Background: an optimization exercise with open tools, aiming at small area and a short achievable clock period. Do not read the settings as production practice.
Only simulation tests tie the RTL to the original design; equivalence was not proved.

### design/flow/run.sh
#!/bin/bash
# synth_recipe.tcl (not shown) runs the flow's synth.tcl, then flattens the netlist and writes it again
# the make line also repeats each setting of config.mk as NAME=value (left out here)
make -C /OpenROAD-flow-scripts/flow DESIGN_CONFIG=/design/flow/config.mk WORK_HOME=/design/flow/orfs CLKGATE_MAP_FILE= SYNTH_SCRIPT=/design/flow/synth_recipe.tcl finish
### design/flow/config.mk
export PLATFORM = sky130hd
export DESIGN_NAME = fpu
export DESIGN_NICKNAME = fpu
export VERILOG_FILES = /design/flow/design.v
export SDC_FILE = /design/flow/constraint.sdc
export NUM_CORES = 4
export LEC_CHECK = 0
export CAP_MARGIN = 20
export CORE_MARGIN = 2
export CORE_UTILIZATION = 40
export SLEW_MARGIN = 20
### design/flow/constraint.sdc
create_clock -name core_clock -period 30.0 [get_ports {clk}]
set_input_delay 6.0000 -clock core_clock [delete_from_list [all_inputs] [get_ports {clk}]]
set_output_delay 6.0000 -clock core_clock [all_outputs]
set_load 0.01 [all_outputs]
### design/flow/design.v
module fp32flo (
    input  [31:0] X,
    output [33:0] R
);
   wire [7:0]  expX = X[30:23];
   wire [22:0] fracX = X[22:0];
   wire        sX = X[31];
   wire expZero = (expX == 8'h00);
   wire expInfty = (expX == 8'hFF);
   wire fracZero = (fracX == 23'd0);
   wire reprSubNormal = fracX[22];
   wire [22:0] sfracX = (expZero && reprSubNormal) ? {fracX[21:0], 1'b0} : fracX;
   wire [22:0] fracR = sfracX;
   wire [7:0]  expR = expX;
   wire infinity = expInfty & fracZero;
   wire zero = expZero & ~reprSubNormal;
   wire NaN = expInfty & ~fracZero;
   wire [1:0] exnR = zero ? 2'b00 : infinity ? 2'b10 : NaN ? 2'b11 : 2'b01;
   assign R = {exnR, sX, expR, fracR};
endmodule
module flo2fp32 (
    input  [33:0] X,
    output [31:0] R
);
   wire [22:0] fracX = X[22:0];
   wire [1:0]  exnX = X[33:32];
   wire [7:0]  expX = X[30:23];
   wire sX = (exnX == 2'b01 || exnX == 2'b10 || exnX == 2'b00) ? X[31] : 1'b0;
   wire expZero = (expX == 8'h00);
   wire [22:0] fracR = (exnX == 2'b00) ? 23'd0 :
                       (expZero && exnX == 2'b01) ? {1'b1, fracX[22:1]} :
                       (exnX == 2'b01) ? fracX :
                       {22'd0, exnX[0]};
   wire [7:0] expR = (exnX == 2'b00) ? 8'h00 :
                     (exnX == 2'b01) ? expX : 8'hFF;
   assign R = {sX, expR, fracR};
endmodule
module fp32_add #(
	parameter SIZE = 32,
	parameter EXP_SIZE = 8,
	parameter MANT_SIZE = 23
) (
	input      [SIZE-1:0] A, B,
    output reg [SIZE-1:0] out
);
	reg                 sign_A, sign_B, sign_res;
	reg [EXP_SIZE-1:0]  exp_A, exp_B, exp_res;
	reg [MANT_SIZE:0]   mant_A, mant_B, mant_res;
	reg [EXP_SIZE-1:0] exp_diff;
	reg [MANT_SIZE+1:0] mant_sum;
	reg [MANT_SIZE:0] temp;
	wire [4:0] shift_amount;
	integer i;
    leading_zeros_counter lzc_0 (temp, shift_amount);
    always @(*) begin
        { sign_A, exp_A, mant_A } = { A[SIZE-1], A[SIZE-2:MANT_SIZE], {1'b1, A[MANT_SIZE-1:0]} };
        { sign_B, exp_B, mant_B } = { B[SIZE-1], B[SIZE-2:MANT_SIZE], {1'b1, B[MANT_SIZE-1:0]} };
        if (exp_A > exp_B) begin
            exp_diff = exp_A - exp_B;
            exp_res = exp_A;
            mant_B = mant_B >> exp_diff;
        end else begin
            exp_diff = exp_B - exp_A;
            exp_res = exp_B;
            mant_A = mant_A >> exp_diff;
        end
        if (sign_A == sign_B) begin
            mant_sum = mant_A + mant_B;
            sign_res = sign_A;
        end else begin
            if (mant_A > mant_B) begin
                mant_sum = mant_A - mant_B;
                sign_res = sign_A;
            end else begin
                mant_sum = mant_B - mant_A;
                sign_res = sign_B;
            end
        end
        if (mant_sum[MANT_SIZE+1]) begin
            mant_sum = mant_sum >> 1;
            exp_res = exp_res + 1;
        end
        temp = mant_sum[MANT_SIZE:0];
        mant_res = temp << shift_amount;
        exp_res = exp_res - shift_amount;
        if (mant_res == 0 || exp_res == 'b1 && mant_res == 'h800000) begin
            out = 0;
        end else begin
            out = {sign_res, exp_res, mant_res[MANT_SIZE-1:0]};
        end
    end
endmodule
module leading_zeros_counter (
    input  [23:0] in,
    output [4:0]  lz
);
    wire [5:0] A;
    wire [5:0] Q1;
    wire [5:0] Q0;
    wire [2:0] Q_msb;
    wire [1:0] Q_lsb;
    lzc_4 lzc_4_0 (in[3:0],   A[0], Q1[0], Q0[0]);
    lzc_4 lzc_4_1 (in[7:4],   A[1], Q1[1], Q0[1]);
    lzc_4 lzc_4_2 (in[11:8],  A[2], Q1[2], Q0[2]);
    lzc_4 lzc_4_3 (in[15:12], A[3], Q1[3], Q0[3]);
    lzc_4 lzc_4_4 (in[19:16], A[4], Q1[4], Q0[4]);
    lzc_4 lzc_4_5 (in[23:20], A[5], Q1[5], Q0[5]);
    lze lze_0 (A, Q_msb);
    assign Q_lsb = (Q_msb == 6) ? 2'b0 : { Q1[5-Q_msb], Q0[5-Q_msb] };
    assign lz = { Q_msb, Q_lsb };
endmodule
module lzc_4 (
    input      [3:0] in,
    output           A,
    output reg       Q1, Q0
);
    assign A = ~(|in);
    always @(in) begin
        casez (in)
            4'b1???: { Q1, Q0 } = 0;
            4'b01??: { Q1, Q0 } = 1;
            4'b001?: { Q1, Q0 } = 2;
            4'b0001: { Q1, Q0 } = 3;
            4'b0000: { Q1, Q0 } = 4;
            default: { Q1, Q0 } = 0; 
        endcase
    end
endmodule
module lze (
    input      [5:0] A,
    output reg [2:0] Q_msb
);
    always @(A) begin
        casez (A)
            6'b0?????: Q_msb = 0;
            6'b10????: Q_msb = 1;
            6'b110???: Q_msb = 2;
            6'b1110??: Q_msb = 3;
            6'b11110?: Q_msb = 4;
            6'b111110: Q_msb = 5;
            default:   Q_msb = 6;
        endcase
    end
endmodule
module IntMultiplier_24x24_48_Freq50_uid5 (
    input  [23:0] X,
    input  [23:0] Y,
    output [47:0] R
);
   assign R = X * Y;
endmodule
module IntAdder_33_Freq50_uid9 (
    input  [32:0] X,
    input  [32:0] Y,
    input         Cin,
    output [32:0] R
);
   assign R = X + Y + {32'd0, Cin};
endmodule
module fp32_mult (
    input  [33:0] X,
    input  [33:0] Y,
    output [33:0] R
);
   wire sign = X[31] ^ Y[31];
   wire [7:0] expX = X[30:23];
   wire [7:0] expY = Y[30:23];
   wire [9:0] expSumPreSub = {2'b00, expX} + {2'b00, expY};
   wire [9:0] bias = 10'd127;
   wire [9:0] expSum = expSumPreSub - bias;
   wire [23:0] sigX = {1'b1, X[22:0]};
   wire [23:0] sigY = {1'b1, Y[22:0]};
   wire [47:0] sigProd;
   IntMultiplier_24x24_48_Freq50_uid5 SignificandMultiplication (.X(sigX), .Y(sigY), .R(sigProd));
   wire [3:0] excSel = {X[33:32], Y[33:32]};
   reg  [1:0] exc;
   always @(*) begin
      case (excSel)
         4'b0000, 4'b0001, 4'b0100: exc = 2'b00;
         4'b0101: exc = 2'b01;
         4'b0110, 4'b1001, 4'b1010: exc = 2'b10;
         default: exc = 2'b11;
      endcase
   end
   wire norm = sigProd[47];
   wire [9:0] expPostNorm = expSum + {9'd0, norm};
   wire [47:0] sigProdExt = norm ? {sigProd[46:0], 1'b0} : {sigProd[45:0], 2'b00};
   wire [32:0] expSig = {expPostNorm, sigProdExt[47:25]};
   wire sticky = sigProdExt[24];
   wire guard = (sigProdExt[23:0] != 24'd0);
   wire round = sticky & ((guard & ~sigProdExt[25]) | sigProdExt[25]);
   wire [32:0] expSigPostRound;
   IntAdder_33_Freq50_uid9 RoundingAdder (.X(expSig), .Y(33'd0), .Cin(round), .R(expSigPostRound));
   reg [1:0] excPostNorm;
   always @(*) begin
      case (expSigPostRound[32:31])
         2'b00: excPostNorm = 2'b01;
         2'b01: excPostNorm = 2'b10;
         default: excPostNorm = 2'b00;
      endcase
   end
   wire [1:0] finalExc = (exc == 2'b11 || exc == 2'b10 || exc == 2'b00) ? exc : excPostNorm;
   assign R = {finalExc, sign, expSigPostRound[30:0]};
endmodule
module selFunction7_4_Freq50_uid4 (
    input  [6:0] X,
    output reg [3:0] Y
);
   always @(*) begin
      case (X)
         7'b0000000: Y = 4'b0000;
         7'b0000001: Y = 4'b0000;
         7'b0000010: Y = 4'b0000;
         7'b0000011: Y = 4'b0000;
         7'b0000100: Y = 4'b0001;
         7'b0000101: Y = 4'b0001;
         7'b0000110: Y = 4'b0001;
         7'b0000111: Y = 4'b0001;
         7'b0001000: Y = 4'b0001;
         7'b0001001: Y = 4'b0001;
         7'b0001010: Y = 4'b0001;
         7'b0001011: Y = 4'b0001;
         7'b0001100: Y = 4'b0010;
         7'b0001101: Y = 4'b0010;
         7'b0001110: Y = 4'b0010;
         7'b0001111: Y = 4'b0010;
         7'b0010000: Y = 4'b0011;
         7'b0010001: Y = 4'b0011;
         7'b0010010: Y = 4'b0010;
         7'b0010011: Y = 4'b0010;
         7'b0010100: Y = 4'b0011;
         7'b0010101: Y = 4'b0011;
         7'b0010110: Y = 4'b0011;
         7'b0010111: Y = 4'b0011;
         7'b0011000: Y = 4'b0100;
         7'b0011001: Y = 4'b0100;
         7'b0011010: Y = 4'b0011;
         7'b0011011: Y = 4'b0011;
         7'b0011100: Y = 4'b0101;
         7'b0011101: Y = 4'b0100;
         7'b0011110: Y = 4'b0100;
         7'b0011111: Y = 4'b0100;
         7'b0100000: Y = 4'b0101;
         7'b0100001: Y = 4'b0101;
         7'b0100010: Y = 4'b0101;
         7'b0100011: Y = 4'b0100;
         7'b0100100: Y = 4'b0110;
         7'b0100101: Y = 4'b0110;
         7'b0100110: Y = 4'b0101;
         7'b0100111: Y = 4'b0101;
         7'b0101000: Y = 4'b0111;
         7'b0101001: Y = 4'b0110;
         7'b0101010: Y = 4'b0110;
         7'b0101011: Y = 4'b0101;
         7'b0101100: Y = 4'b0111;
         7'b0101101: Y = 4'b0111;
         7'b0101110: Y = 4'b0110;
         7'b0101111: Y = 4'b0110;
         7'b0110000: Y = 4'b0111;
         7'b0110001: Y = 4'b0111;
         7'b0110010: Y = 4'b0111;
         7'b0110011: Y = 4'b0110;
         7'b0110100: Y = 4'b0111;
         7'b0110101: Y = 4'b0111;
         7'b0110110: Y = 4'b0111;
         7'b0110111: Y = 4'b0111;
         7'b0111000: Y = 4'b0111;
         7'b0111001: Y = 4'b0111;
         7'b0111010: Y = 4'b0111;
         7'b0111011: Y = 4'b0111;
         7'b0111100: Y = 4'b0111;
         7'b0111101: Y = 4'b0111;
         7'b0111110: Y = 4'b0111;
         7'b0111111: Y = 4'b0111;
         7'b1000000: Y = 4'b1001;
         7'b1000001: Y = 4'b1001;
         7'b1000010: Y = 4'b1001;
         7'b1000011: Y = 4'b1001;
         7'b1000100: Y = 4'b1001;
         7'b1000101: Y = 4'b1001;
         7'b1000110: Y = 4'b1001;
         7'b1000111: Y = 4'b1001;
         7'b1001000: Y = 4'b1001;
         7'b1001001: Y = 4'b1001;
         7'b1001010: Y = 4'b1001;
         7'b1001011: Y = 4'b1001;
         7'b1001100: Y = 4'b1001;
         7'b1001101: Y = 4'b1001;
         7'b1001110: Y = 4'b1001;
         7'b1001111: Y = 4'b1001;
         7'b1010000: Y = 4'b1001;
         7'b1010001: Y = 4'b1001;
         7'b1010010: Y = 4'b1010;
         7'b1010011: Y = 4'b1010;
         7'b1010100: Y = 4'b1001;
         7'b1010101: Y = 4'b1010;
         7'b1010110: Y = 4'b1010;
         7'b1010111: Y = 4'b1010;
         7'b1011000: Y = 4'b1010;
         7'b1011001: Y = 4'b1010;
         7'b1011010: Y = 4'b1011;
         7'b1011011: Y = 4'b1011;
         7'b1011100: Y = 4'b1011;
         7'b1011101: Y = 4'b1011;
         7'b1011110: Y = 4'b1011;
         7'b1011111: Y = 4'b1011;
         7'b1100000: Y = 4'b1011;
         7'b1100001: Y = 4'b1011;
         7'b1100010: Y = 4'b1100;
         7'b1100011: Y = 4'b1100;
         7'b1100100: Y = 4'b1100;
         7'b1100101: Y = 4'b1100;
         7'b1100110: Y = 4'b1100;
         7'b1100111: Y = 4'b1100;
         7'b1101000: Y = 4'b1100;
         7'b1101001: Y = 4'b1101;
         7'b1101010: Y = 4'b1101;
         7'b1101011: Y = 4'b1101;
         7'b1101100: Y = 4'b1101;
         7'b1101101: Y = 4'b1101;
         7'b1101110: Y = 4'b1101;
         7'b1101111: Y = 4'b1101;
         7'b1110000: Y = 4'b1110;
         7'b1110001: Y = 4'b1110;
         7'b1110010: Y = 4'b1110;
         7'b1110011: Y = 4'b1110;
         7'b1110100: Y = 4'b1110;
         7'b1110101: Y = 4'b1110;
         7'b1110110: Y = 4'b1110;
         7'b1110111: Y = 4'b1110;
         7'b1111000: Y = 4'b1111;
         7'b1111001: Y = 4'b1111;
         7'b1111010: Y = 4'b1111;
         7'b1111011: Y = 4'b1111;
         7'b1111100: Y = 4'b1111;
         7'b1111101: Y = 4'b1111;
         7'b1111110: Y = 4'b1111;
         7'b1111111: Y = 4'b1111;
         default: Y = 4'b0000;
      endcase
   end
endmodule
module fp32_div (
    input         clk,
    input  [33:0] X,
    input  [33:0] Y,
    output [33:0] R
);
   wire [23:0] fX = {1'b1, X[22:0]};
   wire [23:0] fY = {1'b1, Y[22:0]};
   wire [9:0] expR0 = {2'b00, X[30:23]} - {2'b00, Y[30:23]};
   wire sR = X[31] ^ Y[31];
   wire [3:0] exnXY = {X[33:32], Y[33:32]};
   reg  [1:0] exnR0;
   always @(*) begin
      case (exnXY)
         4'b0101: exnR0 = 2'b01;
         4'b0001, 4'b0010, 4'b0110: exnR0 = 2'b00;
         4'b0100, 4'b1000, 4'b1001: exnR0 = 2'b10;
         default: exnR0 = 2'b11;
      endcase
   end
   reg [25:0] prescaledfY;
   reg [26:0] prescaledfX;
   always @(*) begin
      case (fY[22:21])
         2'b00: prescaledfY = {1'b0, fY, 1'b0} + {fY, 2'b00};
         2'b01: prescaledfY = {2'b00, fY} + {fY, 2'b00};
         default: prescaledfY = {fY, 2'b00};
      endcase
      case (fY[22:21])
         2'b00: prescaledfX = {2'b00, fX, 1'b0} + {1'b0, fX, 2'b00};
         2'b01: prescaledfX = {3'b000, fX} + {1'b0, fX, 2'b00};
         default: prescaledfX = {1'b0, fX, 2'b00};
      endcase
   end
   reg [9:0]  expR0_d1, expR0_d2;
   reg        sR_d1, sR_d2;
   reg [1:0]  exnR0_d1, exnR0_d2;
   reg [25:0] prescaledfY_d1, prescaledfY_d2;
   reg [3:0]  q6_copy8_d1, q3_d1;
   reg [29:0] w6pad_d1, w3pad_d1, fYdec2_d1;
   reg [2:0]  qP9_d1, qP9_d2, qM9_d1, qM9_d2, qP8_d1, qP8_d2, qM8_d1, qM8_d2;
   reg [2:0]  qP7_d1, qP7_d2, qM7_d1, qM7_d2;
   reg [2:0]  qP6_d1, qM6_d1, qP5_d1, qM5_d1, qP4_d1, qM4_d1, qP3_d1, qM3_d1;
   wire [28:0] w9 = {2'b00, prescaledfX};
   wire [6:0] sel9 = {w9[28:24], prescaledfY[23:22]};
   wire [3:0] q9_copy; 
   selFunction7_4_Freq50_uid4 SelFunctionTable9 (.X(sel9), .Y(q9_copy));
   wire [3:0] q9 = q9_copy;
   wire [29:0] w9pad = {w9, 1'b0};
   reg [29:0] w8fulla, fYdec8;
   always @(*) begin
      case (q9[1:0])
         2'b01: w8fulla = w9pad - {4'b0000, prescaledfY};
         2'b11: w8fulla = w9pad + {4'b0000, prescaledfY};
         2'b10: w8fulla = w9pad + {3'b000, prescaledfY, 1'b0};
         default: w8fulla = w9pad;
      endcase
      case (q9[3:1])
         3'b001, 3'b010, 3'b110, 3'b101: fYdec8 = {2'b00, prescaledfY, 2'b00};
         3'b011, 3'b100: fYdec8 = {1'b0, prescaledfY, 3'b000};
         default: fYdec8 = 30'd0;
      endcase
   end
   wire [29:0] w8full = (q9[3] == 1'b0) ? (w8fulla - fYdec8) : (w8fulla + fYdec8);
   wire [28:0] w8 = {w8full[26:0], 2'b00};
   wire [6:0] sel8 = {w8[28:24], prescaledfY[23:22]};
   wire [3:0] q8_copy; 
   selFunction7_4_Freq50_uid4 SelFunctionTable8 (.X(sel8), .Y(q8_copy));
   wire [3:0] q8 = q8_copy;
   wire [29:0] w8pad = {w8, 1'b0};
   reg [29:0] w7fulla, fYdec7;
   always @(*) begin
      case (q8[1:0])
         2'b01: w7fulla = w8pad - {4'b0000, prescaledfY};
         2'b11: w7fulla = w8pad + {4'b0000, prescaledfY};
         2'b10: w7fulla = w8pad + {3'b000, prescaledfY, 1'b0};
         default: w7fulla = w8pad;
      endcase
      case (q8[3:1])
         3'b001, 3'b010, 3'b110, 3'b101: fYdec7 = {2'b00, prescaledfY, 2'b00};
         3'b011, 3'b100: fYdec7 = {1'b0, prescaledfY, 3'b000};
         default: fYdec7 = 30'd0;
      endcase
   end
   wire [29:0] w7full = (q8[3] == 1'b0) ? (w7fulla - fYdec7) : (w7fulla + fYdec7);
   wire [28:0] w7 = {w7full[26:0], 2'b00};
   wire [6:0] sel7 = {w7[28:24], prescaledfY[23:22]};
   wire [3:0] q7_copy; 
   selFunction7_4_Freq50_uid4 SelFunctionTable7 (.X(sel7), .Y(q7_copy));
   wire [3:0] q7 = q7_copy;
   wire [29:0] w7pad = {w7, 1'b0};
   reg [29:0] w6fulla, fYdec6;
   always @(*) begin
      case (q7[1:0])
         2'b01: w6fulla = w7pad - {4'b0000, prescaledfY};
         2'b11: w6fulla = w7pad + {4'b0000, prescaledfY};
         2'b10: w6fulla = w7pad + {3'b000, prescaledfY, 1'b0};
         default: w6fulla = w7pad;
      endcase
      case (q7[3:1])
         3'b001, 3'b010, 3'b110, 3'b101: fYdec6 = {2'b00, prescaledfY, 2'b00};
         3'b011, 3'b100: fYdec6 = {1'b0, prescaledfY, 3'b000};
         default: fYdec6 = 30'd0;
      endcase
   end
   wire [29:0] w6full = (q7[3] == 1'b0) ? (w6fulla - fYdec6) : (w6fulla + fYdec6);
   wire [28:0] w6 = {w6full[26:0], 2'b00};
   wire [6:0] sel6 = {w6[28:24], prescaledfY[23:22]};
   wire [3:0] q6_copy; 
   selFunction7_4_Freq50_uid4 SelFunctionTable6 (.X(sel6), .Y(q6_copy));
   wire [3:0] q6 = q6_copy8_d1;
   wire [29:0] w6pad = {w6, 1'b0};
   reg [29:0] w5fulla, fYdec5;
   always @(*) begin
      case (q6[1:0])
         2'b01: w5fulla = w6pad_d1 - {4'b0000, prescaledfY_d1};
         2'b11: w5fulla = w6pad_d1 + {4'b0000, prescaledfY_d1};
         2'b10: w5fulla = w6pad_d1 + {3'b000, prescaledfY_d1, 1'b0};
         default: w5fulla = w6pad_d1;
      endcase
      case (q6[3:1])
         3'b001, 3'b010, 3'b110, 3'b101: fYdec5 = {2'b00, prescaledfY_d1, 2'b00};
         3'b011, 3'b100: fYdec5 = {1'b0, prescaledfY_d1, 3'b000};
         default: fYdec5 = 30'd0;
      endcase
   end
   wire [29:0] w5full = (q6[3] == 1'b0) ? (w5fulla - fYdec5) : (w5fulla + fYdec5);
   wire [28:0] w5 = {w5full[26:0], 2'b00};
   wire [6:0] sel5 = {w5[28:24], prescaledfY_d1[23:22]};
   wire [3:0] q5_copy; 
   selFunction7_4_Freq50_uid4 SelFunctionTable5 (.X(sel5), .Y(q5_copy));
   wire [3:0] q5 = q5_copy;
   wire [29:0] w5pad = {w5, 1'b0};
   reg [29:0] w4fulla, fYdec4;
   always @(*) begin
      case (q5[1:0])
         2'b01: w4fulla = w5pad - {4'b0000, prescaledfY_d1};
         2'b11: w4fulla = w5pad + {4'b0000, prescaledfY_d1};
         2'b10: w4fulla = w5pad + {3'b000, prescaledfY_d1, 1'b0};
         default: w4fulla = w5pad;
      endcase
      case (q5[3:1])
         3'b001, 3'b010, 3'b110, 3'b101: fYdec4 = {2'b00, prescaledfY_d1, 2'b00};
         3'b011, 3'b100: fYdec4 = {1'b0, prescaledfY_d1, 3'b000};
         default: fYdec4 = 30'd0;
      endcase
   end
   wire [29:0] w4full = (q5[3] == 1'b0) ? (w4fulla - fYdec4) : (w4fulla + fYdec4);
   wire [28:0] w4 = {w4full[26:0], 2'b00};
   wire [6:0] sel4 = {w4[28:24], prescaledfY_d1[23:22]};
   wire [3:0] q4_copy; 
   selFunction7_4_Freq50_uid4 SelFunctionTable4 (.X(sel4), .Y(q4_copy));
   wire [3:0] q4 = q4_copy;
   wire [29:0] w4pad = {w4, 1'b0};
   reg [29:0] w3fulla, fYdec3;
   always @(*) begin
      case (q4[1:0])
         2'b01: w3fulla = w4pad - {4'b0000, prescaledfY_d1};
         2'b11: w3fulla = w4pad + {4'b0000, prescaledfY_d1};
         2'b10: w3fulla = w4pad + {3'b000, prescaledfY_d1, 1'b0};
         default: w3fulla = w4pad;
      endcase
      case (q4[3:1])
         3'b001, 3'b010, 3'b110, 3'b101: fYdec3 = {2'b00, prescaledfY_d1, 2'b00};
         3'b011, 3'b100: fYdec3 = {1'b0, prescaledfY_d1, 3'b000};
         default: fYdec3 = 30'd0;
      endcase
   end
   wire [29:0] w3full = (q4[3] == 1'b0) ? (w3fulla - fYdec3) : (w3fulla + fYdec3);
   wire [28:0] w3 = {w3full[26:0], 2'b00};
   wire [6:0] sel3 = {w3[28:24], prescaledfY_d1[23:22]};
   wire [3:0] q3_copy; 
   selFunction7_4_Freq50_uid4 SelFunctionTable3 (.X(sel3), .Y(q3_copy));
   wire [3:0] q3 = q3_copy;
   wire [29:0] w3pad = {w3, 1'b0};
   reg [29:0] w2fulla, fYdec2;
   always @(*) begin
      case (q3_d1[1:0])
         2'b01: w2fulla = w3pad_d1 - {4'b0000, prescaledfY_d2};
         2'b11: w2fulla = w3pad_d1 + {4'b0000, prescaledfY_d2};
         2'b10: w2fulla = w3pad_d1 + {3'b000, prescaledfY_d2, 1'b0};
         default: w2fulla = w3pad_d1;
      endcase
      case (q3[3:1])
         3'b001, 3'b010, 3'b110, 3'b101: fYdec2 = {2'b00, prescaledfY_d1, 2'b00};
         3'b011, 3'b100: fYdec2 = {1'b0, prescaledfY_d1, 3'b000};
         default: fYdec2 = 30'd0;
      endcase
   end
   wire [29:0] w2full = (q3_d1[3] == 1'b0) ? (w2fulla - fYdec2_d1) : (w2fulla + fYdec2_d1);
   wire [28:0] w2 = {w2full[26:0], 2'b00};
   wire [6:0] sel2 = {w2[28:24], prescaledfY_d2[23:22]};
   wire [3:0] q2_copy; 
   selFunction7_4_Freq50_uid4 SelFunctionTable2 (.X(sel2), .Y(q2_copy));
   wire [3:0] q2 = q2_copy;
   wire [29:0] w2pad = {w2, 1'b0};
   reg [29:0] w1fulla, fYdec1;
   always @(*) begin
      case (q2[1:0])
         2'b01: w1fulla = w2pad - {4'b0000, prescaledfY_d2};
         2'b11: w1fulla = w2pad + {4'b0000, prescaledfY_d2};
         2'b10: w1fulla = w2pad + {3'b000, prescaledfY_d2, 1'b0};
         default: w1fulla = w2pad;
      endcase
      case (q2[3:1])
         3'b001, 3'b010, 3'b110, 3'b101: fYdec1 = {2'b00, prescaledfY_d2, 2'b00};
         3'b011, 3'b100: fYdec1 = {1'b0, prescaledfY_d2, 3'b000};
         default: fYdec1 = 30'd0;
      endcase
   end
   wire [29:0] w1full = (q2[3] == 1'b0) ? (w1fulla - fYdec1) : (w1fulla + fYdec1);
   wire [28:0] w1 = {w1full[26:0], 2'b00};
   wire [6:0] sel1 = {w1[28:24], prescaledfY_d2[23:22]};
   wire [3:0] q1_copy; 
   selFunction7_4_Freq50_uid4 SelFunctionTable1 (.X(sel1), .Y(q1_copy));
   wire [3:0] q1 = q1_copy;
   wire [29:0] w1pad = {w1, 1'b0};
   reg [29:0] w0fulla, fYdec0;
   always @(*) begin
      case (q1[1:0])
         2'b01: w0fulla = w1pad - {4'b0000, prescaledfY_d2};
         2'b11: w0fulla = w1pad + {4'b0000, prescaledfY_d2};
         2'b10: w0fulla = w1pad + {3'b000, prescaledfY_d2, 1'b0};
         default: w0fulla = w1pad;
      endcase
      case (q1[3:1])
         3'b001, 3'b010, 3'b110, 3'b101: fYdec0 = {2'b00, prescaledfY_d2, 2'b00};
         3'b011, 3'b100: fYdec0 = {1'b0, prescaledfY_d2, 3'b000};
         default: fYdec0 = 30'd0;
      endcase
   end
   wire [29:0] w0full = (q1[3] == 1'b0) ? (w0fulla - fYdec0) : (w0fulla + fYdec0);
   wire [28:0] w0 = {w0full[26:0], 2'b00};
   wire [3:0] q0 = (w0 == 29'd0) ? 4'b0000 : {w0[28], 3'b010};
   wire [2:0] qP9 = q9[2:0];
   wire [2:0] qM9 = {q9[3], 2'b00};
   wire [2:0] qP8 = q8[2:0];
   wire [2:0] qM8 = {q8[3], 2'b00};
   wire [2:0] qP7 = q7[2:0];
   wire [2:0] qM7 = {q7[3], 2'b00};
   wire [2:0] qP6 = q6[2:0];
   wire [2:0] qM6 = {q6[3], 2'b00};
   wire [2:0] qP5 = q5[2:0];
   wire [2:0] qM5 = {q5[3], 2'b00};
   wire [2:0] qP4 = q4[2:0];
   wire [2:0] qM4 = {q4[3], 2'b00};
   wire [2:0] qP3 = q3[2:0];
   wire [2:0] qM3 = {q3[3], 2'b00};
   wire [2:0] qP2 = q2[2:0];
   wire [2:0] qM2 = {q2[3], 2'b00};
   wire [2:0] qP1 = q1[2:0];
   wire [2:0] qM1 = {q1[3], 2'b00};
   wire [2:0] qP0 = q0[2:0];
   wire [2:0] qM0 = {q0[3], 2'b00};
   always @(posedge clk) begin
      expR0_d1 <= expR0;
      expR0_d2 <= expR0_d1;
      sR_d1 <= sR;
      sR_d2 <= sR_d1;
      exnR0_d1 <= exnR0;
      exnR0_d2 <= exnR0_d1;
      prescaledfY_d1 <= prescaledfY;
      prescaledfY_d2 <= prescaledfY_d1;
      q6_copy8_d1 <= q6_copy;
      w6pad_d1 <= w6pad;
      q3_d1 <= q3;
      w3pad_d1 <= w3pad;
      fYdec2_d1 <= fYdec2;
      qP9_d1 <= qP9;
      qP9_d2 <= qP9_d1;
      qM9_d1 <= qM9;
      qM9_d2 <= qM9_d1;
      qP8_d1 <= qP8;
      qP8_d2 <= qP8_d1;
      qM8_d1 <= qM8;
      qM8_d2 <= qM8_d1;
      qP7_d1 <= qP7;
      qP7_d2 <= qP7_d1;
      qM7_d1 <= qM7;
      qM7_d2 <= qM7_d1;
      qP6_d1 <= qP6;
      qM6_d1 <= qM6;
      qP5_d1 <= qP5;
      qM5_d1 <= qM5;
      qP4_d1 <= qP4;
      qM4_d1 <= qM4;
      qP3_d1 <= qP3;
      qM3_d1 <= qM3;
   end
   wire [29:0] qP = {qP9_d2, qP8_d2, qP7_d2, qP6_d1, qP5_d1, qP4_d1, qP3_d1, qP2, qP1, qP0};
   wire [29:0] qM = {qM9_d2[1:0], qM8_d2, qM7_d2, qM6_d1, qM5_d1, qM4_d1, qM3_d1, qM2, qM1, qM0, 1'b0};
   wire [29:0] quotient = qP - qM;
   wire [25:0] mR = quotient[28:3];
   wire [23:0] fRnorm = mR[25] ? mR[24:1] : mR[23:0];
   wire round = fRnorm[0];
   wire [9:0] expR1 = expR0_d2 + {3'b000, 6'b111111, mR[25]};
   wire [32:0] expfrac = {expR1, fRnorm[23:1]};
   wire [32:0] expfracR = expfrac + {32'd0, round};
   wire [1:0] exnR = expfracR[32] ? 2'b00 : (expfracR[32:31] == 2'b01) ? 2'b10 : 2'b01;
   wire [1:0] exnRfinal = (exnR0_d2 == 2'b01) ? exnR : exnR0_d2;
   assign R = {exnRfinal, sR_d2, expfracR[30:0]};
endmodule
module fp32_sqrt (
    input         clk,
    input  [33:0] X,
    output [33:0] R
);
   wire [22:0] fracX = X[22:0];
   wire [7:0]  eRn0 = {1'b0, X[30:24]};
   wire [2:0]  xsX = X[33:31];
   wire [7:0]  eRn1 = eRn0 + {2'b00, 6'b111111} + {7'd0, X[23]};
   wire [26:0] fracXnorm = (X[23] == 1'b0) ? {1'b1, fracX, 3'b000} : {2'b01, fracX, 2'b00};
   wire [1:0]  S0 = 2'b01;
   wire [3:0]  T1_top = 4'b0111 + fracXnorm[26:23];
   wire [26:0] T1 = {T1_top, fracXnorm[22:0]};
   reg [7:0]  eRn1_d1;
   reg        d14_d1;
   reg [18:0] T14s_h_d1;
   reg [8:0]  T14s_l_d1;
   reg [18:0] U14_d1;
   reg [15:0] S14_d1;
   reg [2:0]  xsR_d1;
   wire d1 = ~T1[26];
   wire [27:0] T1s = {T1, 1'b0};
   wire [5:0] T1s_h = T1s[27:22];
   wire [21:0] T1s_l = T1s[21:0];
   wire [5:0] U1 = {1'b0, S0, d1, ~d1, 1'b1};
   wire [5:0] T3_h = d1 ? (T1s_h - U1) : (T1s_h + U1);
   wire [26:0] T2 = {T3_h[4:0], T1s_l};
   wire [2:0] S1 = {S0, d1};
   wire d2 = ~T2[26];
   wire [27:0] T2s = {T2, 1'b0};
   wire [6:0] T2s_h = T2s[27:21];
   wire [20:0] T2s_l = T2s[20:0];
   wire [6:0] U2 = {1'b0, S1, d2, ~d2, 1'b1};
   wire [6:0] T4_h = d2 ? (T2s_h - U2) : (T2s_h + U2);
   wire [26:0] T3 = {T4_h[5:0], T2s_l};
   wire [3:0] S2 = {S1, d2};
   wire d3 = ~T3[26];
   wire [27:0] T3s = {T3, 1'b0};
   wire [7:0] T3s_h = T3s[27:20];
   wire [19:0] T3s_l = T3s[19:0];
   wire [7:0] U3 = {1'b0, S2, d3, ~d3, 1'b1};
   wire [7:0] T5_h = d3 ? (T3s_h - U3) : (T3s_h + U3);
   wire [26:0] T4 = {T5_h[6:0], T3s_l};
   wire [4:0] S3 = {S2, d3};
   wire d4 = ~T4[26];
   wire [27:0] T4s = {T4, 1'b0};
   wire [8:0] T4s_h = T4s[27:19];
   wire [18:0] T4s_l = T4s[18:0];
   wire [8:0] U4 = {1'b0, S3, d4, ~d4, 1'b1};
   wire [8:0] T6_h = d4 ? (T4s_h - U4) : (T4s_h + U4);
   wire [26:0] T5 = {T6_h[7:0], T4s_l};
   wire [5:0] S4 = {S3, d4};
   wire d5 = ~T5[26];
   wire [27:0] T5s = {T5, 1'b0};
   wire [9:0] T5s_h = T5s[27:18];
   wire [17:0] T5s_l = T5s[17:0];
   wire [9:0] U5 = {1'b0, S4, d5, ~d5, 1'b1};
   wire [9:0] T7_h = d5 ? (T5s_h - U5) : (T5s_h + U5);
   wire [26:0] T6 = {T7_h[8:0], T5s_l};
   wire [6:0] S5 = {S4, d5};
   wire d6 = ~T6[26];
   wire [27:0] T6s = {T6, 1'b0};
   wire [10:0] T6s_h = T6s[27:17];
   wire [16:0] T6s_l = T6s[16:0];
   wire [10:0] U6 = {1'b0, S5, d6, ~d6, 1'b1};
   wire [10:0] T8_h = d6 ? (T6s_h - U6) : (T6s_h + U6);
   wire [26:0] T7 = {T8_h[9:0], T6s_l};
   wire [7:0] S6 = {S5, d6};
   wire d7 = ~T7[26];
   wire [27:0] T7s = {T7, 1'b0};
   wire [11:0] T7s_h = T7s[27:16];
   wire [15:0] T7s_l = T7s[15:0];
   wire [11:0] U7 = {1'b0, S6, d7, ~d7, 1'b1};
   wire [11:0] T9_h = d7 ? (T7s_h - U7) : (T7s_h + U7);
   wire [26:0] T8 = {T9_h[10:0], T7s_l};
   wire [8:0] S7 = {S6, d7};
   wire d8 = ~T8[26];
   wire [27:0] T8s = {T8, 1'b0};
   wire [12:0] T8s_h = T8s[27:15];
   wire [14:0] T8s_l = T8s[14:0];
   wire [12:0] U8 = {1'b0, S7, d8, ~d8, 1'b1};
   wire [12:0] T10_h = d8 ? (T8s_h - U8) : (T8s_h + U8);
   wire [26:0] T9 = {T10_h[11:0], T8s_l};
   wire [9:0] S8 = {S7, d8};
   wire d9 = ~T9[26];
   wire [27:0] T9s = {T9, 1'b0};
   wire [13:0] T9s_h = T9s[27:14];
   wire [13:0] T9s_l = T9s[13:0];
   wire [13:0] U9 = {1'b0, S8, d9, ~d9, 1'b1};
   wire [13:0] T11_h = d9 ? (T9s_h - U9) : (T9s_h + U9);
   wire [26:0] T10 = {T11_h[12:0], T9s_l};
   wire [10:0] S9 = {S8, d9};
   wire d10 = ~T10[26];
   wire [27:0] T10s = {T10, 1'b0};
   wire [14:0] T10s_h = T10s[27:13];
   wire [12:0] T10s_l = T10s[12:0];
   wire [14:0] U10 = {1'b0, S9, d10, ~d10, 1'b1};
   wire [14:0] T12_h = d10 ? (T10s_h - U10) : (T10s_h + U10);
   wire [26:0] T11 = {T12_h[13:0], T10s_l};
   wire [11:0] S10 = {S9, d10};
   wire d11 = ~T11[26];
   wire [27:0] T11s = {T11, 1'b0};
   wire [15:0] T11s_h = T11s[27:12];
   wire [11:0] T11s_l = T11s[11:0];
   wire [15:0] U11 = {1'b0, S10, d11, ~d11, 1'b1};
   wire [15:0] T13_h = d11 ? (T11s_h - U11) : (T11s_h + U11);
   wire [26:0] T12 = {T13_h[14:0], T11s_l};
   wire [12:0] S11 = {S10, d11};
   wire d12 = ~T12[26];
   wire [27:0] T12s = {T12, 1'b0};
   wire [16:0] T12s_h = T12s[27:11];
   wire [10:0] T12s_l = T12s[10:0];
   wire [16:0] U12 = {1'b0, S11, d12, ~d12, 1'b1};
   wire [16:0] T14_h = d12 ? (T12s_h - U12) : (T12s_h + U12);
   wire [26:0] T13 = {T14_h[15:0], T12s_l};
   wire [13:0] S12 = {S11, d12};
   wire d13 = ~T13[26];
   wire [27:0] T13s = {T13, 1'b0};
   wire [17:0] T13s_h = T13s[27:10];
   wire [9:0] T13s_l = T13s[9:0];
   wire [17:0] U13 = {1'b0, S12, d13, ~d13, 1'b1};
   wire [17:0] T15_h = d13 ? (T13s_h - U13) : (T13s_h + U13);
   wire [26:0] T14 = {T15_h[16:0], T13s_l};
   wire [14:0] S13 = {S12, d13};
   wire d14 = ~T14[26];
   wire [27:0] T14s = {T14, 1'b0};
   wire [18:0] T14s_h = T14s[27:9];
   wire [8:0] T14s_l = T14s[8:0];
   wire [18:0] U14 = {1'b0, S13, d14, ~d14, 1'b1};
   wire [18:0] T16_h = d14_d1 ? (T14s_h_d1 - U14_d1) : (T14s_h_d1 + U14_d1);
   wire [26:0] T15 = {T16_h[17:0], T14s_l_d1};
   wire [15:0] S14 = {S13, d14};
   wire d15 = ~T15[26];
   wire [27:0] T15s = {T15, 1'b0};
   wire [19:0] T15s_h = T15s[27:8];
   wire [7:0] T15s_l = T15s[7:0];
   wire [19:0] U15 = {1'b0, S14_d1, d15, ~d15, 1'b1};
   wire [19:0] T17_h = d15 ? (T15s_h - U15) : (T15s_h + U15);
   wire [26:0] T16 = {T17_h[18:0], T15s_l};
   wire [16:0] S15 = {S14_d1, d15};
   wire d16 = ~T16[26];
   wire [27:0] T16s = {T16, 1'b0};
   wire [20:0] T16s_h = T16s[27:7];
   wire [6:0] T16s_l = T16s[6:0];
   wire [20:0] U16 = {1'b0, S15, d16, ~d16, 1'b1};
   wire [20:0] T18_h = d16 ? (T16s_h - U16) : (T16s_h + U16);
   wire [26:0] T17 = {T18_h[19:0], T16s_l};
   wire [17:0] S16 = {S15, d16};
   wire d17 = ~T17[26];
   wire [27:0] T17s = {T17, 1'b0};
   wire [21:0] T17s_h = T17s[27:6];
   wire [5:0] T17s_l = T17s[5:0];
   wire [21:0] U17 = {1'b0, S16, d17, ~d17, 1'b1};
   wire [21:0] T19_h = d17 ? (T17s_h - U17) : (T17s_h + U17);
   wire [26:0] T18 = {T19_h[20:0], T17s_l};
   wire [18:0] S17 = {S16, d17};
   wire d18 = ~T18[26];
   wire [27:0] T18s = {T18, 1'b0};
   wire [22:0] T18s_h = T18s[27:5];
   wire [4:0] T18s_l = T18s[4:0];
   wire [22:0] U18 = {1'b0, S17, d18, ~d18, 1'b1};
   wire [22:0] T20_h = d18 ? (T18s_h - U18) : (T18s_h + U18);
   wire [26:0] T19 = {T20_h[21:0], T18s_l};
   wire [19:0] S18 = {S17, d18};
   wire d19 = ~T19[26];
   wire [27:0] T19s = {T19, 1'b0};
   wire [23:0] T19s_h = T19s[27:4];
   wire [3:0] T19s_l = T19s[3:0];
   wire [23:0] U19 = {1'b0, S18, d19, ~d19, 1'b1};
   wire [23:0] T21_h = d19 ? (T19s_h - U19) : (T19s_h + U19);
   wire [26:0] T20 = {T21_h[22:0], T19s_l};
   wire [20:0] S19 = {S18, d19};
   wire d20 = ~T20[26];
   wire [27:0] T20s = {T20, 1'b0};
   wire [24:0] T20s_h = T20s[27:3];
   wire [2:0] T20s_l = T20s[2:0];
   wire [24:0] U20 = {1'b0, S19, d20, ~d20, 1'b1};
   wire [24:0] T22_h = d20 ? (T20s_h - U20) : (T20s_h + U20);
   wire [26:0] T21 = {T22_h[23:0], T20s_l};
   wire [21:0] S20 = {S19, d20};
   wire d21 = ~T21[26];
   wire [27:0] T21s = {T21, 1'b0};
   wire [25:0] T21s_h = T21s[27:2];
   wire [1:0] T21s_l = T21s[1:0];
   wire [25:0] U21 = {1'b0, S20, d21, ~d21, 1'b1};
   wire [25:0] T23_h = d21 ? (T21s_h - U21) : (T21s_h + U21);
   wire [26:0] T22 = {T23_h[24:0], T21s_l};
   wire [22:0] S21 = {S20, d21};
   wire d22 = ~T22[26];
   wire [27:0] T22s = {T22, 1'b0};
   wire [26:0] T22s_h = T22s[27:1];
   wire [0:0] T22s_l = T22s[0:0];
   wire [26:0] U22 = {1'b0, S21, d22, ~d22, 1'b1};
   wire [26:0] T24_h = d22 ? (T22s_h - U22) : (T22s_h + U22);
   wire [26:0] T23 = {T24_h[25:0], T22s_l};
   wire [23:0] S22 = {S21, d22};
   wire d23 = ~T23[26];
   wire [27:0] T23s = {T23, 1'b0};
   wire [27:0] T23s_h = T23s[27:0];
   wire [27:0] U23 = {1'b0, S22, d23, ~d23, 1'b1};
   wire [27:0] T25_h = d23 ? (T23s_h - U23) : (T23s_h + U23);
   wire [26:0] T24 = T25_h[26:0];
   wire [24:0] S23 = {S22, d23};
   wire d25 = ~T24[26];
   wire [25:0] mR = {S23, d25};
   wire [22:0] fR = mR[23:1];
   wire round = mR[0];
   wire [22:0] fRrnd = fR + {22'd0, round};
   wire [30:0] Rn2 = {eRn1_d1, fRrnd};
   reg  [2:0] xsR;
   always @(*) begin
      case (xsX)
         3'b010: xsR = 3'b010;
         3'b100: xsR = 3'b100;
         3'b000: xsR = 3'b000;
         3'b001: xsR = 3'b001;
         default: xsR = 3'b110;
      endcase
   end
   always @(posedge clk) begin
      eRn1_d1 <= eRn1;
      d14_d1 <= d14;
      T14s_h_d1 <= T14s_h;
      T14s_l_d1 <= T14s_l;
      U14_d1 <= U14;
      S14_d1 <= S14;
      xsR_d1 <= xsR;
   end
   assign R = {xsR_d1, Rn2};
endmodule
module fp32_comp (
    input  [31:0] a,
    input  [31:0] b,
    output        is_eq,
    output        is_lt,
    output	      is_ne,
    output	      is_le,
    output	      is_gt,
    output	      is_ge,
    output        is_nan
);
	wire sign_a     = a[31];
	wire sign_b     = b[31];
	wire [7:0] exp_a = a[30:23];
	wire [7:0] exp_b = b[30:23];
	wire [22:0] frac_a = a[22:0];
	wire [22:0] frac_b = b[22:0];
	wire a_is_nan = (exp_a == 8'hFF) && (frac_a != 0);
	wire b_is_nan = (exp_b == 8'hFF) && (frac_b != 0);
	assign is_nan = a_is_nan | b_is_nan;
	wire a_is_zero = (exp_a == 0) && (frac_a == 0);
	wire b_is_zero = (exp_b == 0) && (frac_b == 0);
	assign is_eq = (~is_nan) && (
		      (a_is_zero && b_is_zero) ||
		      (a == b)
		  );
	reg lt;
	always @(*) begin
		if (is_nan) begin
			lt = 1'b0;  
		end else if (a_is_zero && b_is_zero) begin
			lt = 1'b0;
		end else if (sign_a != sign_b) begin
			lt = sign_a;  
		end else if (sign_a == 0) begin
			if (exp_a < exp_b)
				lt = 1'b1;
			else if (exp_a > exp_b)
				lt = 1'b0;
			else  
				lt = frac_a < frac_b;
			end else begin
				if (exp_a > exp_b)
					lt = 1'b1;
				else if (exp_a < exp_b)
					lt = 1'b0;
				else
					lt = frac_a > frac_b;
		end
	end
	assign is_lt = lt;
	assign is_ne  = ~is_eq || is_nan;
	assign is_le  = is_lt || is_eq;
	assign is_gt  = ~is_lt & ~is_eq & ~is_nan;
	assign is_ge  = ~is_lt || is_eq;
endmodule
module i2fp (
    input [31:0] in_num,
    output reg [31:0] out_num
);
    reg [7:0] exponent;
    reg [22:0] mantissa;
    reg [31:0] input_adj, mantissa_temp, out_temp;
    integer j;
    reg [4:0] leading_zeros;
    reg first_bit;
    reg [4:0] count;
    always @(*) begin
        out_temp = 32'b0;
        mantissa_temp = 0;
        exponent = 0;
        mantissa = 0;
        input_adj = 0;
        leading_zeros = 5'd31;
        count = 0;
        if (in_num == 32'hFF800000)
            out_temp = 32'hFF800000;
        else if (in_num == 32'h7F800000)
            out_temp = 32'h7F800000;
        else if (in_num == 32'h7FC00000)
            out_temp = 32'h7FC00000;
        else if (in_num == 32'h00000000)
            out_temp = 32'h00000000;
        else begin
            input_adj = in_num[31] ? (~in_num + 1'b1) : in_num;
            first_bit = 0;
            for (j = 31; j >= 0; j = j - 1) begin
                if (input_adj[j] == 1'b1 && !first_bit) begin
                    leading_zeros = 5'd31 - j;
                    first_bit = 1'b1;
                end
            end
            count = leading_zeros + 1;
            mantissa_temp = input_adj << count;
            mantissa = (mantissa_temp[8] == 1'b1) ? mantissa_temp[31:9] + 1 : mantissa_temp[31:9];
            exponent = 159 - count;
            out_temp = {in_num[31], exponent, mantissa};
        end
        out_num = out_temp;
    end
endmodule
module fp2i (
    input wire [31:0] in_num,
    output reg [31:0] out_num
);
	localparam BIAS = 127;
	reg [7:0] exponent;
	reg [22:0] mantissa;
	reg [7:0] adjusted_exponent;
	reg [22:0] shifted_mantissa;
	reg [31:0] out_temp;
	reg sign;
	always @(*) begin
		sign = in_num [31];
		exponent = in_num[30:23];
		mantissa = in_num[22:0];
		shifted_mantissa = 'd0;
		adjusted_exponent = exponent - BIAS;
        if (in_num == 32'hFF800000)   
            out_temp = 32'hFF800000;		
		else if (in_num == 32'h7F800000)   
            out_temp = 32'h7F800000;
    	else if (in_num[30:23] == 8'hFF)   
			out_temp = 32'hFFC00000;
		else if (in_num == 32'h00000000)   
			out_temp = 32'h00000000;
		else if ( exponent <='d 125)   
			out_temp = 32'h00000000;
		else if (exponent == 'd 126 ) begin 
    			out_temp = 'd1;
			if (sign)
				out_temp=~out_temp+1'b1;
			else
				out_temp=out_temp+1'b0;
		    end else begin
                if (adjusted_exponent > 'd22 ) begin 
				    if (sign) 
					   out_temp = 32'hFF800000;
				    else 
					   out_temp = 32'h7F800000;
				    end else begin
					   out_temp = {8'd0, 1'b1, mantissa} >> (5'd23 - adjusted_exponent[4:0]);
					   shifted_mantissa = mantissa << adjusted_exponent;
					   if (sign)
						  out_temp=~out_temp+1'b1;
					   else
					       out_temp=out_temp+1'b0;
                end
          end
		  out_num=out_temp;
	end
endmodule
module fpu (clk, rst, in_valid, op_sel, rsA, rsB, out_valid, rd, exc2fsr);
	input clk, rst;
	input in_valid;
	input [3:0] op_sel;
	input [31:0] rsA, rsB;
	output reg out_valid;
	output reg [4:0] exc2fsr;
	output reg [31:0] rd;
	reg        v1, v2;
	reg [3:0]  op1, op2;
	reg [31:0] a1, b1, a2, b2;
	always @(posedge clk) begin
		if (rst) begin
			v1 <= 1'b0;
			v2 <= 1'b0;
		end else begin
			v1 <= in_valid;
			v2 <= v1;
		end
		op1 <= op_sel;
		a1  <= rsA;
		b1  <= rsB;
		op2 <= op1;
		a2  <= a1;
		b2  <= b1;
	end
	wire [33:0] a_flo, b_flo, a1_flo, a2_flo, b2_flo, r_mul, r_div, r_sqrt;
	wire [31:0] i2f_float_out, f2i_result, tmp, r_add;
	wire [33:0] selected_result;
	wire is_zero, is_subnorm, is_inf, is_nan,
	     is_snan, sign, is_eq, is_lt, is_ne, is_le, is_gt, is_ge, is_nan_cmp;
	wire [7:0] exponent;
	wire [22:0] fraction;
	wire [31:0] rd_n;
	wire [4:0] exc_n;
	fp32flo conv_a  (.X(rsA), .R(a_flo));
	fp32flo conv_b  (.X(rsB), .R(b_flo));
	fp32flo conv_a1 (.X(a1),  .R(a1_flo));
	fp32flo conv_a2 (.X(a2),  .R(a2_flo));
	fp32flo conv_b2 (.X(b2),  .R(b2_flo));
	fp32_add u_add (.A(a2), .B((op2 == 4'b0001) ? {~b2[31], b2[30:0]} : b2), .out(r_add));
	fp32_mult u_mul (.X(a2_flo), .Y(b2_flo), .R(r_mul));
	fp32_div u_div (.clk(clk), .X(a_flo), .Y(b_flo), .R(r_div));
	fp32_sqrt u_sqrt (.clk(clk), .X(a1_flo), .R(r_sqrt));
	fp32_comp u_comp (.a(a2), .b(b2), .is_eq(is_eq), .is_lt(is_lt),
	        .is_ne(is_ne), .is_le(is_le), .is_gt(is_gt), .is_ge(is_ge), .is_nan(is_nan_cmp));
	i2fp i2f (.in_num(a2), .out_num(i2f_float_out));
	fp2i f2i (.in_num(a2), .out_num(f2i_result));
	flo2fp32 conv_out (.X(selected_result), .R(tmp));
	assign selected_result = (op2 == 4'b0010) ? r_mul :
	                         (op2 == 4'b0011) ? r_div : r_sqrt;
	assign rd_n = (op2 == 4'b0000 || op2 == 4'b0001) ? r_add :
	              (op2 == 4'b0110) ?  i2f_float_out :
	              (op2 == 4'b0101) ? f2i_result :
	              (op2 == 4'b0111) ? {31'd0, is_eq} :
	              (op2 == 4'b1000) ? {31'd0, is_ne} :
	              (op2 == 4'b1001) ? {31'd0, is_lt} :
	              (op2 == 4'b1010) ? {31'd0, is_le} :
	              (op2 == 4'b1011) ? {31'd0, is_gt} :
	              (op2 == 4'b1100) ? {31'd0, is_ge} :
	              tmp;
	assign sign     = rd_n[31];
	assign exponent = rd_n[30:23];
	assign fraction = rd_n[22:0];
	assign is_zero     = (exponent == 8'b00000000) && (fraction == 0);
	assign is_subnorm  = (exponent == 8'b00000000) && (fraction != 0);
	assign is_inf      = (exponent == 8'b11111111) && (fraction == 0);
	assign is_nan      = is_nan_cmp || (exponent == 8'b11111111) && (fraction != 0);
	assign is_snan     = is_nan_cmp || is_nan && (fraction[22] == 0);
	assign exc_n[4] = is_snan || ((op2 == 4'b0100) && a2[31]) || ((op2 == 4'b0011) && (b2 == 0)); 	 
	assign exc_n[3] = (op2 == 4'b0011) && (b2 == 0);		 												 
	assign exc_n[2] = is_inf;				 								                                 
	assign exc_n[1] = is_subnorm;	 																		 
	assign exc_n[0] = is_subnorm || is_snan; 																 
	always @(posedge clk) begin
		if (rst)
			out_valid <= 1'b0;
		else
			out_valid <= v2;
		rd      <= rd_n;
		exc2fsr <= exc_n;
	end
endmodule
==> flow_summary.yaml <==
synthesis:
  synth_enable_flop_cells: 0
  synth_common_cells: "1642 x sky130_fd_sc_hd__nand2_1, 1618 x sky130_fd_sc_hd__nor2_1, 1555 x sky130_fd_sc_hd__a21oi_1, 1486 x sky130_fd_sc_hd__inv_1, 1478 x sky130_fd_sc_hd__ha_1"
  yosys_warnings: 11
  yosys-top-cells-area: "sky130_fd_sc_hd__ha_1 15%, sky130_fd_sc_hd__fa_1 8.5%, sky130_fd_sc_hd__dfxtp_1 6.8%"
  synth_ff_type: "sky130_fd_sc_hd__dfxtp_1"
  synth_async_sr_flop_share_pct: 0
  netlist_area_um2: 120000
  postSynthRegisterBits: 405
  synth.yosys.seq_area_share_pct: 6.77
  most_repeated_cell_in_the_gate_level_netlist_after_synthesis: "sky130_fd_sc_hd__nand2_1"
  yosys.cell_types.count: 145
  synth_cells: 16908
  post_synth.cell_area_avg_um2: 7.08
  post-synth-top-area-cell: "sky130_fd_sc_hd__ha_1"
  portion_of_synthesized_cell_area_occupied_by_the_leading_cell_type_pct: 15.4
critical_path:
  worst-endpoint-arrival_ps: 28910
  timing.critical_path.slowest_cell_delay_ps: 490
  rr_endpoint: "u_sqrt.S14_d1[0]$_DFF_P_"
  worstPathRequired_ps: 30590
  regToRegStartpoint: "a1[24]$_DFF_P_"
  reg2reg_setup_slack_ps: 1930
  setup.worst_path.end_class: "flip-flop"
  timing.critical_path.slowest_stage_cell: "sky130_fd_sc_hd__or4_1"
  critPathMostFrequentCell: "sky130_fd_sc_hd__o21bai_1"
  critPathLaunchType: "primary input"
  worst-path-max-fanout: 15
  setup.worst_path.class: "primary input to flip-flop"
  reg2regPathDepth: 144
timing:
  setup_repair_after_global_routing_missed_its_margin: "yes"
  finalSetupTns_ps: 0
  finalCritPeriodShare_pct: 94.4
  period_needed_ps: 28320
  finalSetupViolations: 0
  final_hold_viol_count: 0
  relSlewSlack_pct: 9.51
  timing.final.max_slew_violations: 0
  actual_slew_at_the_worst_max_slew_pin_ps: 1340
  fin_skew_ps: 78.5
  achievable-frequency_ghz: 0.0353
die:
  fp.coreArea_um2: 297000
  initial_core_util_pct: 40.3
  floorplan_die_height_um: 551
  rows: 200
  die_w_um: 551
  floorplan.die_area_um2: 304000
  io-pin-count: 109
clock_tree:
  cts_buffer_depth: 3
  clock_tree_from_tritoncts: "built"
  clkSinkCount: 405
  number_of_cts_inserted_buffers: 47
  ctsHtreeMaxLevel: 2
  worst_setup_hold_path_clk_slew_ps: 70
  ctsRootBufferMaster: "sky130_fd_sc_hd__clkbuf_16"
  hold_buffers: 0
  clock_latency_ps: 710
place:
  placer_s_final_routability_congestion_estimate: 1.01
  place.port_buffers: 108
  dp.final_hpwl_um: 362000
  placed_area_um2: 128000
drt:
  post-route-drc-count: 0
  drt_pre_antenna_iters: 7
  vias: 124473
  drt-wirelength-per-cell_um: 21.9
  number_of_routed_nets_with_antenna_violations: 0
  wirelength_um: 458000
  detail_route.vias_per_cell: 5.95
  first_iter_violations: 12311
layout:
  syn2layout_area_growth_pct: 9.23
  regArea_um2: 8120
  nets: 18987
  post-route-cell-area_um2: 131000
  fillers: 30773
  multi_input_comb_area_um2: 104000
  layout-drive-gt1-share_pct: 8.05
status:
  outcome: "timing/DRC/antenna clean"
global_route:
  antenna_found_initial: 15
  grt_pass1_vias: 116471
  first_pass_grt_wire_length_um: 699000
  track_usage_pct: 29.1
  globalRoute.totalOverflow: 0
  largest_net_degree_at_the_start_of_global_routing: 73
worst_hold_path:
  hold_path_startpoint: "b1[30]$_DFF_P_"
  timing.hold.worst_path_depth: 0
  hold_path_class: "flip-flop to flip-flop"
  hold-path-endpoint: "b2[30]$_DFF_P_"
run:
  maxCapViolCount: 0
-- critical path, delay by kind of cell --
family                   cells  cell delay [ps]
multiplexers                 4             1010
buffers and inverters       11             1870
XOR/XNOR                     8             1390
AND/OR/NAND/NOR             17             3200
AO/OA/AOI/OAI               84            12580
adder cells (fa/ha/maj)      9             2840
-- worst max path at each step --
stage,start,to,slack [ps],depth (start not counted)
final,rsA[30],u_div.q6_copy8_d1[1]$_DFF_P_,1680,133
after global routing,rsB[28],u_div.q6_copy8_d1[1]$_DFF_P_,-140,141
after CTS,rsA[24],u_div.q6_copy8_d1[1]$_DFF_P_,300,134
after detailed placement,rsA[24],u_div.q6_copy8_d1[1]$_DFF_P_,-320,134
after global placement,rsA[24],u_div.q6_copy8_d1[1]$_DFF_P_,-330,134
after floorplan,rsB[27],u_div.q6_copy8_d1[1]$_DFF_P_,0.9,153
-- per-stage QoR --
stage	std cells	utilization (%)	worst slack, ps	hold WS [ps]
after CTS	20863	43.7	297	322
after global routing	20908	44.0	-139	330
after global placement	20776	43.1	-332	310
final	20919	44.0	1680	320
after detailed placement	20776	43.1	-319	312
after floorplan	16918	-	0.881	310
-- sequential cells by signal, indices dropped and copies added, names as in the netlist, 4 cells and up --
| name | count |
|---|---|
| u_div.expR0_d2 | 9 |
| u_sqrt.T14s_h_d1 | 14 |
| b2 | 32 |
| u_div.prescaledfY_d2 | 26 |
| a2 | 32 |
| u_div.expR0_d1 | 9 |
| b1 | 32 |
| u_sqrt.S14_d1 | 14 |
| u_div.fYdec2_d1 | 25 |
| a1 | 32 |
| rd | 32 |
| u_div.q6_copy8_d1 | 4 |
| op1 | 4 |
| u_div.w3pad_d1 | 24 |
| exc2fsr | 5 |
| op2 | 4 |
| u_div.prescaledfY_d1 | 26 |
| u_sqrt.eRn1_d1 | 8 |
| u_div.w6pad_d1 | 24 |
-- what timing repair did --
action	in CTS	in global routing
setup endpoints to repair	0	50
endpoints found under the hold margin	0	0
resized for setup	0	160
buffers inserted	0	41
-- cells in the final DEF (no fill, tap or decap), drive strengths merged, types with 124 or more instances in the layout --
cell    netlist  layout
nand2b      161     161
nor3        348     348
fa          510     510
dfxtp       405     405
ha         1478    1478
nand2      1646    1646
a21boi      126     126
xnor2       936     936
xor2        311     312
o21a        132     132
a21oi      1567    1567
a211oi      248     248
or3         132     132
o21bai      296     296
buf         141     715
o21ai      1198    1198
inv        1513    1524
nand3       301     301
and2        124     124
nor2       1621    1621
a31oi       153     153
a21o        378     378
mux2i       374     374
nor2b       178     178
a22oi       153     153
-- cells by family after synthesis --
| logic type | after synthesis | synth area share [%] |
|---|---|---|
| multiplexers | 482 | 4.37 |
| XOR/XNOR | 1253 | 9.41 |
| AO/OA/AOI/OAI | 5286 | 28.3 |
| adder cells (fa/ha/maj) | 1988 | 24.0 |
| other | 2 | 0.00627 |
| AND/OR/NAND/NOR | 5094 | 19.6 |
| buffers and inverters | 2398 | 7.58 |
| flip-flops | 405 | 6.77 |
-- metal layers --
| layer | track usage, % | vias up | wire length, um |
|---|---|---|---|
| met2 | 45.0 | 5161 | 195000 |
| met4 | 10.8 | 14 | 19800 |
| met5 | 0 | - | 92 |
| met1 | 40.0 | 58722 | 203000 |
| met3 | 5.17 | 784 | 40100 |
| li1 | - | 59792 | - |
-- cell type report --
type                       instances  share of cell area (%)
clock buffer                      53                   0.924
antenna                           14                  0.0268
sequential                       405                    6.20
clock inverter                    34                   0.332
timing repair buffer             823                    4.99
tap                             3939                    3.77
multi-input combinational      14116                    79.3
inverter                        1535                    4.41

## re-timing with driven ports
Ports are ideal in the flow. The routed layout listed here was re-timed in OpenROAD. Step 1, drivers: a clkbuf_16 drives clk and a buf_2 each remaining input, both assumed. Step 2 times the ports against the registers' clock, not the clock port: input delays grow and output delays shrink by t, the midpoint of the rising clock arrivals with the driver on. Slacks: no drivers / after step 1 / after step 2; pairs: no drivers / after step 1.
t (ns): 0.756
slack for setup (ns): 1.680 / 1.751 / 0.994
hold WS [ns]: 0.320 / 0.320 / 0.320
latest minus earliest clock arrival (ns): 0.081 / 0.081
slew at the worst register clock pin (ns): 0.10 / 0.10
After both steps this run still meets setup and hold. The setup slack of this run moves by +0.071 ns with the drivers and by -0.686 ns with both steps.
